Background: an optimization exercise with open tools, aiming at small area. Do not read the settings as production practice. RTL that was checked went through simulation tests only; none was proved equivalent to the original. Only the layout flow was run in run 1; the RTL was not checked for function there. Power is estimated from default activity; no workload was simulated.

## flow/design.v (module list and top-level ports; edited modules follow where they fit)
// module matrix_multiper: 2817 lines
// module c_inv: 3 lines
// module c_xor2: 3 lines
// module c_xnor2: 3 lines
// module c_nand2: 3 lines
// module c_nor2: 3 lines
// module c_and2: 3 lines
// module c_or2: 3 lines
// module c_nand2b: 3 lines
// module c_o22ai: 3 lines
// module c_maj3: 3 lines
// module fa: 4 lines
// module ha: 4 lines
module matrix_multiper #(
	parameter DSIZE	= 8,
	parameter MSIZE	= 8
)(
	input				clock,
	input [DSIZE-1:0]	iR,
	input [DSIZE-1:0]	iG,
	input [DSIZE-1:0]	iB,
	input [MSIZE-1:0]	M00,
	input [MSIZE-1:0]	M01,
	input [MSIZE-1:0]	M02,
	input [MSIZE-1:0]	M10,
	input [MSIZE-1:0]	M11,
	input [MSIZE-1:0]	M12,
	input [MSIZE-1:0]	M20,
	input [MSIZE-1:0]	M21,
	input [MSIZE-1:0]	M22,
	output[DSIZE-1:0]	Ro,
	output[DSIZE-1:0]	Go,
	output[DSIZE-1:0]	Bo
);
  // ...
==> flow/flow/run.sh <==
#!/bin/bash
# The standard layout with two changes that only shrink cells:
#  - port buffers are the smallest buffer (buf_1) instead of the delay buffer
#    buffer_ports picks by default;
#  - clock tree synthesis uses smaller clock buffers and no dummy loads.
set -euo pipefail
export BUFFER_PORTS_ARGS="-buffer_cell sky130_fd_sc_hd__buf_1"
export CTS_ARGS="-sink_clustering_enable -repair_clock_nets -dont_use_dummy_load -buf_list {sky130_fd_sc_hd__clkbuf_4 sky130_fd_sc_hd__clkbuf_8} -root_buf sky130_fd_sc_hd__clkbuf_8"
bash standard.sh finish > flow_make.log 2>&1
==> flow/standard.sh <==
#!/bin/bash
# synth_recipe.tcl (not shown) runs the flow's synth.tcl, then flattens the netlist and writes it again
# the make line also repeats each setting of config.mk as NAME=value (left out here)
make -C /OpenROAD-flow-scripts/flow DESIGN_CONFIG=/design/flow/config.mk WORK_HOME=/design/flow/orfs CLKGATE_MAP_FILE= SYNTH_SCRIPT=/design/flow/synth_recipe.tcl "${@:-finish}"
==> flow/config.mk <==
export PLATFORM = sky130hd
export DESIGN_NAME = matrix_multiper
export DESIGN_NICKNAME = matrix_multiper
export VERILOG_FILES = /design/flow/design.v
export SDC_FILE = /design/flow/constraint.sdc
export NUM_CORES = 4
export LEC_CHECK = 0
export CAP_MARGIN = 20
export CORE_MARGIN = 2
export CORE_UTILIZATION = 40
export GPL_TIMING_DRIVEN = 0
export SETUP_SLACK_MARGIN = 0.1
export SLEW_MARGIN = 20
export SYNTH_HIERARCHICAL = 1
==> flow/constraint.sdc <==
create_clock -name core_clock -period 6.0 [get_ports {clock}]
set_input_delay 1.2000 -clock core_clock [delete_from_list [all_inputs] [get_ports {clock}]]
set_output_delay 1.2000 -clock core_clock [all_outputs]
set_load 0.01 [all_outputs]
==> reports/results.ini, run 1 <==
[finish]
insertedDiodeCount=0
drive_gt1_frac=0.0387
instances_no_fill=1915
largestClassByArea=multi-input combinational cells
multi_input_area_share=0.742

[synthesis]
synth_seq_area_share=0.171
avgSynthCellArea_sq_um=11.3
synth_compound_area_frac=0.107
yosys.area.top_type=fa_1
synth_edf_count=0

[critical_path]
critical_path_class=in -> reg
cp.required_ps=6340
crit_top_cell=fa_1
r2r_end=q2[22]

[floorplanning]
die_x_microns=196

[detailed_routing]
highest_layer=met4
wl_met3_microns=3860
drt_iter0_markers=1039

[status]
run_status=complete, no violations

[cts]
clock_path_buffers=2
cts.clk_slew.worst_paths_ps=70
post_cts_resized=0
post-cts-setup-buffer-count=0

[global_routing]
overflow=0
grt_busiest_layer=met2

[place]
dpl.cell_count=1896

[min_path]
min_path_cells=0

[power_and_ir_drop]
p_comb_frac=0.750

==> inputs of run 2 (changes only) <==
--- a/flow/design.v
+++ b/flow/design.v
@@ -1522,4 +1522,4 @@
 reg p_c1043;
-reg p_c1144;
 reg p_c1166;
+reg p_c1167;
 reg p_c1189;
@@ -1532,4 +1532,4 @@
 reg p_c1266;
-reg p_c1367;
 reg p_c1389;
+reg p_c1390;
 reg p_c1412;
@@ -1542,4 +1542,4 @@
 reg p_c1489;
-reg p_c921;
 reg p_c943;
+reg p_c944;
 reg p_c966;
@@ -1551,3 +1551,2 @@
 reg p_s1042;
-reg p_s1165;
 reg p_s1188;
@@ -1559,3 +1558,2 @@
 reg p_s1265;
-reg p_s1388;
 reg p_s1411;
@@ -1567,3 +1565,2 @@
 reg p_s1488;
-reg p_s942;
 reg p_s965;
@@ -2458,3 +2455,3 @@
 fa u887 (.a(c918), .b(s940), .ci(c920), .s(s942), .co(c943));
-c_and2 u888 (.a(p_s942), .b(p_c921), .y(c944));
+c_and2 u888 (.a(s942), .b(c921), .y(c944));
 c_xnor2 u889 (.a(n28), .b(n117), .y(s945));
@@ -2471,3 +2468,3 @@
 fa u900 (.a(s961), .b(c941), .ci(s963), .s(s965), .co(c966));
-c_maj3 u901 (.a(p_s965), .b(p_c943), .c(c944), .y(c967));
+c_maj3 u901 (.a(p_s965), .b(p_c943), .c(p_c944), .y(c967));
 fa u902 (.a(c946), .b(n105), .ci(n194), .s(s968), .co(c969));
@@ -2576,3 +2573,3 @@
 fa u1005 (.a(c1141), .b(s1163), .ci(c1143), .s(s1165), .co(c1166));
-c_and2 u1006 (.a(p_s1165), .b(p_c1144), .y(c1167));
+c_and2 u1006 (.a(s1165), .b(c1144), .y(c1167));
 c_xnor2 u1007 (.a(n295), .b(n384), .y(s1168));
@@ -2589,3 +2586,3 @@
 fa u1018 (.a(s1184), .b(c1164), .ci(s1186), .s(s1188), .co(c1189));
-c_maj3 u1019 (.a(p_s1188), .b(p_c1166), .c(c1167), .y(c1190));
+c_maj3 u1019 (.a(p_s1188), .b(p_c1166), .c(p_c1167), .y(c1190));
 fa u1020 (.a(c1169), .b(n372), .ci(n461), .s(s1191), .co(c1192));
@@ -2694,3 +2691,3 @@
 fa u1123 (.a(c1364), .b(s1386), .ci(c1366), .s(s1388), .co(c1389));
-c_and2 u1124 (.a(p_s1388), .b(p_c1367), .y(c1390));
+c_and2 u1124 (.a(s1388), .b(c1367), .y(c1390));
 c_xnor2 u1125 (.a(n562), .b(n651), .y(s1391));
@@ -2707,3 +2704,3 @@
 fa u1136 (.a(s1407), .b(c1387), .ci(s1409), .s(s1411), .co(c1412));
-c_maj3 u1137 (.a(p_s1411), .b(p_c1389), .c(c1390), .y(c1413));
+c_maj3 u1137 (.a(p_s1411), .b(p_c1389), .c(p_c1390), .y(c1413));
 fa u1138 (.a(c1392), .b(n639), .ci(n728), .s(s1414), .co(c1415));
@@ -2756,4 +2753,4 @@
 	p_c1043 <= c1043;
-	p_c1144 <= c1144;
 	p_c1166 <= c1166;
+	p_c1167 <= c1167;
 	p_c1189 <= c1189;
@@ -2766,4 +2763,4 @@
 	p_c1266 <= c1266;
-	p_c1367 <= c1367;
 	p_c1389 <= c1389;
+	p_c1390 <= c1390;
 	p_c1412 <= c1412;
@@ -2776,4 +2773,4 @@
 	p_c1489 <= c1489;
-	p_c921 <= c921;
 	p_c943 <= c943;
+	p_c944 <= c944;
 	p_c966 <= c966;
@@ -2785,3 +2782,2 @@
 	p_s1042 <= s1042;
-	p_s1165 <= s1165;
 	p_s1188 <= s1188;
@@ -2793,3 +2789,2 @@
 	p_s1265 <= s1265;
-	p_s1388 <= s1388;
 	p_s1411 <= s1411;
@@ -2801,3 +2796,2 @@
 	p_s1488 <= s1488;
-	p_s942 <= s942;
 	p_s965 <= s965;
==> run 2 against run 1 <==
  * Sequential power is 4% lower
  * Maximum frequency is 1.5% lower
  * Utilization is 0.096 points lower
  * Register-to-register slack better by 180 ps
  * Critical path depth is 1 higher
  * Global-route usage is 0.19 points higher
  * Worst hold slack worse by 15 ps
  * Clock skew is 4.5 ps higher
  * Wire length is 1.7% higher
  * Clock-buffer cell count stayed put
  * Largest cell class unchanged
  * Largest power group unchanged
==> reports/results.ini, run 2 <==
[critical_path]
max_stage_delay_ps=670
critical_path_class=in -> reg
cp_top_family=adder cells
cp_data_arrival_time_ps=6040
worstPathCellList=buf_1, xor2_1, inv_1, xnor2_1, fa_1, fa_1, fa_1, fa_1, maj3_2, maj3_2, maj3_2, and2_1
rrSetupSlack_ps=2410
cp.required_ps=6340  ; about the same
endpoint_kind=register
crit_fanout=8
crit_top_cell=fa_1
critPathBufInv=2
cp_slowest_cell=xor2_1
worst_setup_path_start_kind=primary input

[synthesis]
synth_seq_area_share=0.168  ; -0.00339
syn_area_sq_mm=0.0147
synthAdderAreaFrac=0.450
synthSimpleGateAreaFrac=0.0409
synth_top_family_by_area=adder cells
muxShareOfSynthArea=0
ys_seq_elements=123
synthArstFlopShare=0
avgSynthCellArea_sq_um=11.3  ; -0.18%
ys.flop_type=dfxtp_1
synth_xor_area_frac=0.216
synth_compound_area_frac=0.107  ; +0.000436
synth_most_common_cell=fa_1
synth_edf_count=0  ; unchanged
ys_top_cells_by_area=fa_1 (43%), dfxtp_1 (17%), xor2_1 (11%)
syn_nets=1714
syn_inst=1302
ys_warn_count=7
ys_types=12
synth_top_area_frac=0.429
ys_top_cells_by_count=fa_1 (315), o22ai_1 (252), xor2_1 (189), xnor2_1 (174), dfxtp_1 (123)
yosys.area.top_type=fa_1

[cts]
post_cts_resized=0  ; unchanged
cts_buffers=17
cts_tree=yes
cts_max_level=4
cts.clk_slew.worst_paths_ps=80  ; about the same
clock_path_buffers=2  ; unchanged
post-cts-setup-buffer-count=0  ; unchanged
cts_hold_buf=0
cts_sinks=123
root_buffer=clkbuf_8
clk_latency_ps=470

[sta]
drv_slew=0
fin_skew_ps=27.7
rsz0062_at_grt=false
fin_tns_setup_ps=0
min_period_over_period=0.950
setup_ws_ps=301
worst_slew_pin_slew_ps=1180
hold_viol_final=0
finalSetupViolCount=0
fmax_ghz=0.175
slew_headroom=0.211
timing.hold.ws_ps=296
post-route-min-period_ps=5700

[floorplanning]
coreArea_sq_mm=0.0364
dieArea_sq_mm=0.0383
num_rows=70
ios=121
start_util=0.403
die_h_microns=196
die_x_microns=196  ; -0.20%

[finish]
biggestRegsByFlops=q2 (24), q3 (24), q4 (24)
final_cell_mix=fa_1 (315), o22ai_1 (252), xor2_1 (189)
insertedDiodeCount=0  ; unchanged
num-nets-final=1858
area_growth_pct=9.49
final_common_cell=fa_1
final_util=0.442
final_area_sq_mm=0.0161
instances_no_fill=1912  ; -0.16%
drive_gt1_frac=0.0402  ; +0.00147

[detailed_routing]
num_vias=11187
ant_nets=0
wirelength_microns=44600
drc_errors=0
vias_per_cell=5.85
first_pass_iters=6
routedWlPerCell_microns=23.3
drt_iter0_markers=986  ; -5.1%

[global_routing]
grt_pass1_wl_microns=69800
antenna_found_initial=0
grt_pass1_vias=12160
grt_use_total=0.242
grt_max_degree=25
overflow=0  ; unchanged

[place]
dpl_cell_area_sq_mm=0.0158
dp_hpwl_microns=33200
io_buffer_count=120
dpl.cell_count=1893  ; -0.16%
routabilityCongestion=0.885
dp_slack_ps=-124

[power_and_ir_drop]
total_power_mw=8.72
ir_worst_vdd_mv=0.317
p_per_area_mw_per_mm2=542
leakagePower_nw=6.00

[min_path]
hp-class=reg -> reg

[run]
drv_cap=0

[status]
run_status=complete, no violations

run 2: cell types whose count changed after synthesis:
cell	delta
dfxtp_1	-3
run 2: where the power goes:
part           total [mW]  switching (mW)  internal, mW
combinational        6.62            3.47          3.16
clock               0.551           0.302         0.248
sequential           1.55           0.142          1.41
run 2: Yosys stat by module (local to each module, per instance), excerpt:
module / cells inside / area (sq um)
c_nand2: 1 / 3.75
matrix_multiper: 123 / 2460
fa: 1 / 20.0
c_xor2: 1 / 8.76
c_o22ai: 1 / 6.26
c_inv: 1 / 3.75
c_and2: 1 / 6.26
c_nand2b: 1 / 6.26
c_nor2: 1 / 3.75
c_or2: 1 / 6.26
run 2: cells by family (layout without fill, tap and decap cells):
family	after synthesis	after routing
AO/OA/AOI/OAI	252	252
adder cells (fa/ha/maj)	342	342
flip-flops	123	123
buffers and inverters	72	214
AND/OR/NAND/NOR	150	150
XOR/XNOR	363	363
run 2: worst reg2reg max path: stages, from the launching register on:
cell and delay (ps):
dfxtp_1 310, maj3_2 310, fa_1 410, fa_1 410, fa_1 400, fa_1 390
fa_1 400, fa_1 390, fa_1 440
run 2: layer usage:
metal	global-route usage	routed length, microns	vias to the layer above
met5	0	0	-
met3	0.0502	4130	94
met2	0.386	20700	677
li1	-	-	4681
met1	0.325	18000	5735
met4	0.0979	1680	0
run 2: final timing paths:
path | from | to | cells after the start
worst max-delay path | M22[7] | p_c1390 | 12
worst min-delay path | q3[4] | q4[4] | 0
worst max register to register | p_c943 | q2[22] | 8
worst min register to register | q3[4] | q4[4] | 0
run 2: cell type report:
cell class	instances	area [sq um]
fillers	3541	20300
well taps	468	586
flip-flops and latches	123	2460
clock buffers	17	234
repair buffers	125	576
inverters	72	270
multi-input cells	1107	12000
==> inputs of run 3 (changes only) <==
--- a/flow/config.mk
+++ b/flow/config.mk
@@ -7,3 +7,3 @@
 export LEC_CHECK = 0
-export CAP_MARGIN = 20
+export CAP_MARGIN = 0
 export CORE_MARGIN = 2
@@ -12,3 +12,3 @@
 export SETUP_SLACK_MARGIN = 0.1
-export SLEW_MARGIN = 20
+export SLEW_MARGIN = 0
 export SYNTH_HIERARCHICAL = 1
==> run 3 against run 2 <==
  * Synthesized cell count unchanged
  * Die area unchanged
  * Critical path type unchanged
  * Largest power group unchanged
  * Still clean
  * Via count down 1.2%
  * Setup slack worse by 54 ps
  * Sequential share of layout area up 0.12 points
  * First-iteration DRC count down 7.7%
  * Register-to-register slack about the same
  * Maximum frequency down 0.95%
  * Sequential power about the same
  * Worst hold slack better by 7.9 ps
==> reports/results.ini, run 3 <==
[status]
run_status=complete, no violations

[detailed_routing]
first_pass_iters=6  ; unchanged
drc_errors=0  ; unchanged
drt_iter0_markers=910  ; -7.7%
num_vias=11049  ; -1.2%
vias_per_cell=5.79  ; -0.97%
wirelength_microns=44300  ; -0.75%
ant_nets=0  ; unchanged
routedWlPerCell_microns=23.2  ; -0.49%

[synthesis]
ys.flop_type=dfxtp_1
ys_top_cells_by_count=fa_1 (315), o22ai_1 (252), xor2_1 (189), xnor2_1 (174), dfxtp_1 (123)
ys_types=12  ; unchanged
ys_top_cells_by_area=fa_1 (43%), dfxtp_1 (17%), xor2_1 (11%)
synthArstFlopShare=0  ; unchanged
syn_nets=1714  ; unchanged
ys_warn_count=7  ; unchanged
synth_seq_area_share=0.168  ; unchanged
synth_edf_count=0  ; unchanged
avgSynthCellArea_sq_um=11.3  ; unchanged
syn_inst=1302  ; unchanged
syn_area_sq_mm=0.0147  ; unchanged
synth_most_common_cell=fa_1
synth_top_area_frac=0.429  ; unchanged
yosys.area.top_type=fa_1
ys_seq_elements=123  ; unchanged

[sta]
min_period_over_period=0.959  ; +0.00908
fmax_ghz=0.174  ; -0.95%
hold_viol_final=0  ; unchanged
worst_slew_pin_slew_ps=1330  ; +155 ps
fin_tns_setup_ps=0  ; unchanged
slew_headroom=0.112  ; -0.0996
setup_ws_ps=247  ; -54.5 ps
fin_skew_ps=30.1  ; +2.39 ps
finalSetupViolCount=0  ; unchanged
drv_slew=0  ; unchanged
rsz0062_at_grt=false
post-route-min-period_ps=5750  ; +54.5 ps
timing.hold.ws_ps=303  ; +7.89 ps

[place]
dp_hpwl_microns=32700  ; -1.5%
dpl_cell_area_sq_mm=0.0157  ; -0.52%
io_buffer_count=120  ; unchanged
routabilityCongestion=0.885  ; unchanged
dp_slack_ps=-160  ; -35.4 ps

[critical_path]
endpoint_kind=register
cp.required_ps=6330  ; about the same
worst_setup_path_start_kind=primary input
cp_slowest_cell=xor2_1
worstPathCellList=buf_1, xor2_1, inv_1, xnor2_1, fa_1, fa_1, fa_1, fa_1, maj3_2, maj3_2, maj3_2, and2_1
max_stage_delay_ps=650  ; -20 ps
cp_data_arrival_time_ps=6080  ; +40 ps
critical_path_class=in -> reg
crit_top_cell=fa_1
crit_fanout=8  ; unchanged

[finish]
num-nets-final=1853  ; -0.27%
final_cell_mix=fa_1 (315), o22ai_1 (252), xor2_1 (189)
final_util=0.438  ; -0.00343
drive_gt1_frac=0.0306  ; -0.00959
final_common_cell=fa_1
final_area_sq_mm=0.0160  ; -0.78%
area_growth_pct=8.64
insertedDiodeCount=0  ; unchanged
biggestRegsByFlops=q2 (24), q3 (24), q4 (24)
n_fill_cell=3508  ; -0.93%

[power_and_ir_drop]
ir_worst_vdd_mv=0.314  ; -1.0%
p_per_area_mw_per_mm2=545  ; +0.52%
leakagePower_nw=5.97  ; -0.62%

[cts]
post-cts-setup-buffer-count=0  ; unchanged
cts_tree=yes
root_buffer=clkbuf_8
cts_hold_buf=0  ; unchanged
clk_latency_ps=480  ; about the same
cts_max_level=4  ; unchanged
clock_path_buffers=2  ; unchanged
cts.clk_slew.worst_paths_ps=70  ; about the same
post_cts_resized=0  ; unchanged
cts_sinks=123  ; unchanged
cts_buffers=17  ; unchanged

[floorplanning]
num_rows=70  ; unchanged
ios=121  ; unchanged
dieArea_sq_mm=0.0383  ; unchanged
die_x_microns=196  ; unchanged
start_util=0.403  ; unchanged
die_h_microns=196  ; unchanged
coreArea_sq_mm=0.0364  ; unchanged

[global_routing]
overflow=0  ; unchanged
antenna_found_initial=0  ; unchanged
grt_pass1_wl_microns=69500  ; -0.45%
grt_use_total=0.241  ; -0.00123
grt_max_degree=25  ; unchanged
grt_pass1_vias=12120  ; -0.33%

[min_path]
hp-class=reg -> reg

[run]
drv_cap=0  ; unchanged

## run 3: cell counts after synthesis
No cell type changed its count.
## run 3: cells by family (layout without fill, tap and decap cells)
logic type      count (synthesis)  in the layout  share of synthesized area
simple gates                  150            150                     0.0409
buf+inv                        72            209                     0.0184
xor+xnor                      363            363                      0.216
compound gates                252            252                      0.107
fa+ha+maj                     342            342                      0.450
flops                         123            123                      0.168
## run 3: power breakdown
group | leakage [nW] | internal [mW] | switching, mW
Clock | 0.122 | 0.247 | 0.284
Sequential | 1.04 | 1.41 | 0.141
Combinational | 4.81 | 3.15 | 3.47
Total | 5.97 | 4.81 | 3.89
## run 3: final timing paths
path         slack [ps]  cells past startpoint   start      end
max reg2reg        2420                      8  p_c944   q2[22]
min reg2reg         300                      0   q3[4]    q4[4]
min                 300                      0   q3[4]    q4[4]
max                 250                     12  M20[7]  p_c1390
## run 3: area by class of cell
cell class | count | area [sq um] | share of cell area
repair buffers | 120 | 450 | 0.0282
flip-flops and latches | 123 | 2460 | 0.154
multi-input cells | 1107 | 12000 | 0.749
well taps | 468 | 586 | 0.0367
clock buffers | 17 | 234 | 0.0147
inverters | 72 | 270 | 0.0169
## run 3: layer usage
layer	up-vias	share of wire	global-route usage
li1	4670	-	-
met1	5648	0.41	0.322
met2	624	0.46	0.379
met3	107	0.088	0.0519
met4	0	0.041	0.105
met5	-	0	0
## run 3: critical path, delay by kind of cell
kind,cells,cell delay [ps]
buffers and inverters,2,960
adders and majority gates,7,2840
and+or+nand+nor,1,180
xor gates and xnor gates,2,910
## run 3: Yosys stat by module, one instance, submodules excluded, a selection
| module | times used | cells inside |
|---|---|---|
| matrix_multiper | 1 | 123 |
| c_o22ai | 252 | 1 |
| c_xnor2 | 174 | 1 |
| c_nand2 | 27 | 1 |
| c_xor2 | 189 | 1 |
| c_or2 | 3 | 1 |
| fa | 315 | 1 |
## run 3: metrics by stage
stage / std cells / total power [mW]
detailed placement: 1890 / 8.27
global route: 1907 / 9.80
CTS: 1907 / 8.87
floorplan: 1302 / 6.46
global placement: 1890 / 8.12
finish: 1907 / 8.70
==> inputs of run 4 (changes only) <==
--- a/flow/flow/run.sh
+++ b/flow/flow/run.sh
@@ -7,3 +7,3 @@
 export BUFFER_PORTS_ARGS="-buffer_cell sky130_fd_sc_hd__buf_1"
-export CTS_ARGS="-sink_clustering_enable -repair_clock_nets -dont_use_dummy_load -buf_list {sky130_fd_sc_hd__clkbuf_4 sky130_fd_sc_hd__clkbuf_8} -root_buf sky130_fd_sc_hd__clkbuf_8"
+export CTS_ARGS="-sink_clustering_enable -repair_clock_nets -dont_use_dummy_load -buf_list {sky130_fd_sc_hd__clkbuf_4 sky130_fd_sc_hd__clkbuf_8} -root_buf sky130_fd_sc_hd__clkbuf_8 -sink_clustering_size 30 -sink_clustering_max_diameter 120"
 bash standard.sh finish > flow_make.log 2>&1
--- a/flow/config.mk
+++ b/flow/config.mk
@@ -7,3 +7,3 @@
 export LEC_CHECK = 0
-export CAP_MARGIN = 0
+export CAP_MARGIN = 20
 export CORE_MARGIN = 2
@@ -12,3 +12,3 @@
 export SETUP_SLACK_MARGIN = 0.1
-export SLEW_MARGIN = 0
+export SLEW_MARGIN = 20
 export SYNTH_HIERARCHICAL = 1
==> run 4 against run 3 <==
  * Clock power increased by 4%
  * Via count increased by 1.2%
  * Sequential power about the same
  * Synthesized area unchanged
  * Final cell count increased by 0.26%
  * Synthesized cell count unchanged
  * Design area increased by 0.78%
  * Critical endpoint unchanged
  * Still clean on timing, DRC and antenna
  * Highest routed layer unchanged
  * Critical path type unchanged
  * Sequential cell count unchanged
  * Non-clock buffer count increased by 5
==> reports/results.ini, run 4 <==
[status]
run_status=complete, no violations

[synthesis]
ys.flop_type=dfxtp_1
yosys.area.top_type=fa_1
syn_inst=1302  ; unchanged
ys_top_cells_by_area=fa_1 (43%), dfxtp_1 (17%), xor2_1 (11%)
avgSynthCellArea_sq_um=11.3  ; unchanged
synthArstFlopShare=0  ; unchanged
ys_types=12  ; unchanged
syn_area_sq_mm=0.0147  ; unchanged
synth_most_common_cell=fa_1
ys_top_cells_by_count=fa_1 (315), o22ai_1 (252), xor2_1 (189), xnor2_1 (174), dfxtp_1 (123)
syn_nets=1714  ; unchanged
synth_top_area_frac=0.429  ; unchanged
ys_seq_elements=123  ; unchanged
synth_seq_area_share=0.168  ; unchanged
ys_warn_count=7  ; unchanged
synth_edf_count=0  ; unchanged

[power_and_ir_drop]
total_power_mw=8.72  ; +0.26%
ir_worst_vdd_mv=0.317  ; +1.0%
p_per_area_mw_per_mm2=542  ; -0.52%
leakagePower_nw=6.00  ; +0.62%

[sta]
fmax_ghz=0.175  ; +0.96%
timing.hold.ws_ps=296  ; -7.89 ps
worst_slew_pin_slew_ps=1180  ; -155 ps
slew_headroom=0.211  ; +0.0996
post-route-min-period_ps=5700  ; -54.5 ps
finalSetupViolCount=0  ; unchanged
rsz0062_at_grt=false
min_period_over_period=0.950  ; -0.00908
drv_slew=0  ; unchanged
fin_tns_setup_ps=0  ; unchanged
fin_skew_ps=27.7  ; -2.39 ps
hold_viol_final=0  ; unchanged

[cts]
cts_sinks=123  ; unchanged
cts_buffers=17  ; unchanged
clk_latency_ps=470  ; about the same
cts_max_level=4  ; unchanged
cts.clk_slew.worst_paths_ps=80  ; about the same
cts_hold_buf=0  ; unchanged
clock_path_buffers=2  ; unchanged
post-cts-setup-buffer-count=0  ; unchanged
root_buffer=clkbuf_8
post_cts_resized=0  ; unchanged
cts_tree=yes

[detailed_routing]
drc_errors=0  ; unchanged
vias_per_cell=5.85  ; +0.98%
wirelength_microns=44600  ; +0.76%
ant_nets=0  ; unchanged
first_pass_iters=6  ; unchanged
num_vias=11187  ; +1.2%
drt_iter0_markers=986  ; +8.4%
routedWlPerCell_microns=23.3  ; +0.49%

[floorplanning]
coreArea_sq_mm=0.0364  ; unchanged
die_h_microns=196  ; unchanged
dieArea_sq_mm=0.0383  ; unchanged
die_x_microns=196  ; unchanged
ios=121  ; unchanged
start_util=0.403  ; unchanged
num_rows=70  ; unchanged

[finish]
final_util=0.442  ; +0.00343
biggestRegsByFlops=q2 (24), q3 (24), q4 (24)
area_growth_pct=9.49
final_area_sq_mm=0.0161  ; +0.78%
num-nets-final=1858  ; +0.27%
insertedDiodeCount=0  ; unchanged
final_cell_mix=fa_1 (315), o22ai_1 (252), xor2_1 (189)
final_common_cell=fa_1
drive_gt1_frac=0.0402  ; +0.00959

[place]
dpl_cell_area_sq_mm=0.0158  ; +0.52%
routabilityCongestion=0.885  ; unchanged
dp_hpwl_microns=33200  ; +1.5%
io_buffer_count=120  ; unchanged

[min_path]
hp-class=reg -> reg

[run]
drv_cap=0  ; unchanged

[global_routing]
grt_max_degree=25  ; unchanged
grt_pass1_wl_microns=69800  ; +0.46%
overflow=0  ; unchanged
grt_use_total=0.242  ; +0.00123
grt_pass1_vias=12160  ; +0.33%
antenna_found_initial=0  ; unchanged

[critical_path]
rrSetupSlack_ps=2410  ; about the same
critical_path_class=in -> reg
crit_fanout=8  ; unchanged
worst_setup_path_start_kind=primary input
cp_data_arrival_time_ps=6040  ; -40 ps
endpoint_kind=register
cp.required_ps=6340  ; about the same

## run 4: cell counts after synthesis
No cell type changed its count.
## run 4: worst max-delay path: stages
cell     delay, ps
buf_1          580
xor2_1         670
inv_1          390
xnor2_1        240
fa_1           420
fa_1           480
fa_1           510
fa_1           420
maj3_2         320
maj3_2         320
maj3_2         300
and2_1         180
## run 4: logic make-up (layout without fill, tap and decap cells)
kind of cell / Yosys count / in the layout / synth area share
AO/OA/AOI/OAI: 252 / 252 / 0.107
XOR/XNOR: 363 / 363 / 0.216
adder cells (fa/ha/maj): 342 / 342 / 0.450
buffers and inverters: 72 / 214 / 0.0184
flip-flops: 123 / 123 / 0.168
AND/OR/NAND/NOR: 150 / 150 / 0.0409
## run 4: worst paths after layout
path / start / to / depth (start not counted)
worst max-delay path: M22[7] / p_c1390 / 12
worst min-delay path: q3[4] / q4[4] / 0
worst max register to register: p_c943 / q2[22] / 8
worst min register to register: q3[4] / q4[4] / 0
## run 4: metal layers
metal	vias up	wire length [microns]	global-route usage
li1	4681	-	-
met1	5735	18000	0.325
met2	677	20700	0.386
met3	94	4130	0.0502
met4	0	1680	0.0979
met5	-	0	0
## run 4: stage by stage
stage          cells  worst slack (ps)
2_1_floorplan   1302               976
3_3_place_gp    1890              -100
3_5_place_dp    1893              -124
4_1_cts         1910               368
5_1_grt         1912               214
6_report        1912               301
## run 4: layout make-up
cell class | count | area, sq um
Clock buffer | 17 | 234
Sequential cell | 123 | 2460
Fill cell | 3541 | 20300
Timing Repair Buffer | 125 | 576
Inverter | 72 | 270
Tap cell | 468 | 586
Multi-Input combinational cell | 1107 | 12000
## run 4: Yosys stat by module (local to each module, per instance)
module	cells	flops+latches
c_xor2	1	0
fa	1	0
c_maj3	1	0
c_nor2	1	0
c_o22ai	1	0
c_and2	1	0
c_nand2b	1	0
c_or2	1	0
c_xnor2	1	0
matrix_multiper	123	123
c_nand2	1	0
c_inv	1	0
## run 4: power by group
| group | internal [mW] | switching (mW) | total [mW] |
|---|---|---|---|
| Sequential | 1.41 | 0.142 | 1.55 |
| Combinational | 3.16 | 3.47 | 6.62 |
| Clock | 0.248 | 0.302 | 0.551 |

==> static timing again, ports no longer ideal <==
The flow's constraints put no driver on any port. The routed layouts listed below were extracted and timed again, unchanged, in two steps.
Step 1 (the two cells are an assumption about what drives the block):
set clk [get_ports {clock}]
set_driving_cell -lib_cell sky130_fd_sc_hd__clkbuf_16 $clk
set_driving_cell -lib_cell sky130_fd_sc_hd__buf_2 [delete_from_list [all_inputs] $clk]
Step 2 moves the port delays by t, midway between the first and last clock arrival at a register: inputs arrive t later, outputs are due t later. That takes back most of the time a late clock gives input paths.
Three values: no drivers, after step 1, after step 2; two values: the first two.
run | t, ns | setup slack, ns | worst register clock-pin slew, ns
run 1 | 0.510 | 0.389 / 0.410 / -0.099 | 0.08 / 0.08
run 2 | 0.502 | 0.301 / 0.319 / -0.183 | 0.08 / 0.08
run 3 | 0.504 | 0.247 / 0.264 / -0.240 | 0.08 / 0.08
run 4 | 0.502 | 0.301 / 0.319 / -0.183 | 0.08 / 0.08
With both steps, setup timing fails in every run listed, where it was met with ideal ports. The setup slack of run 1, which loses most, moves by +0.021 ns with the drivers and by -0.488 ns with both steps.
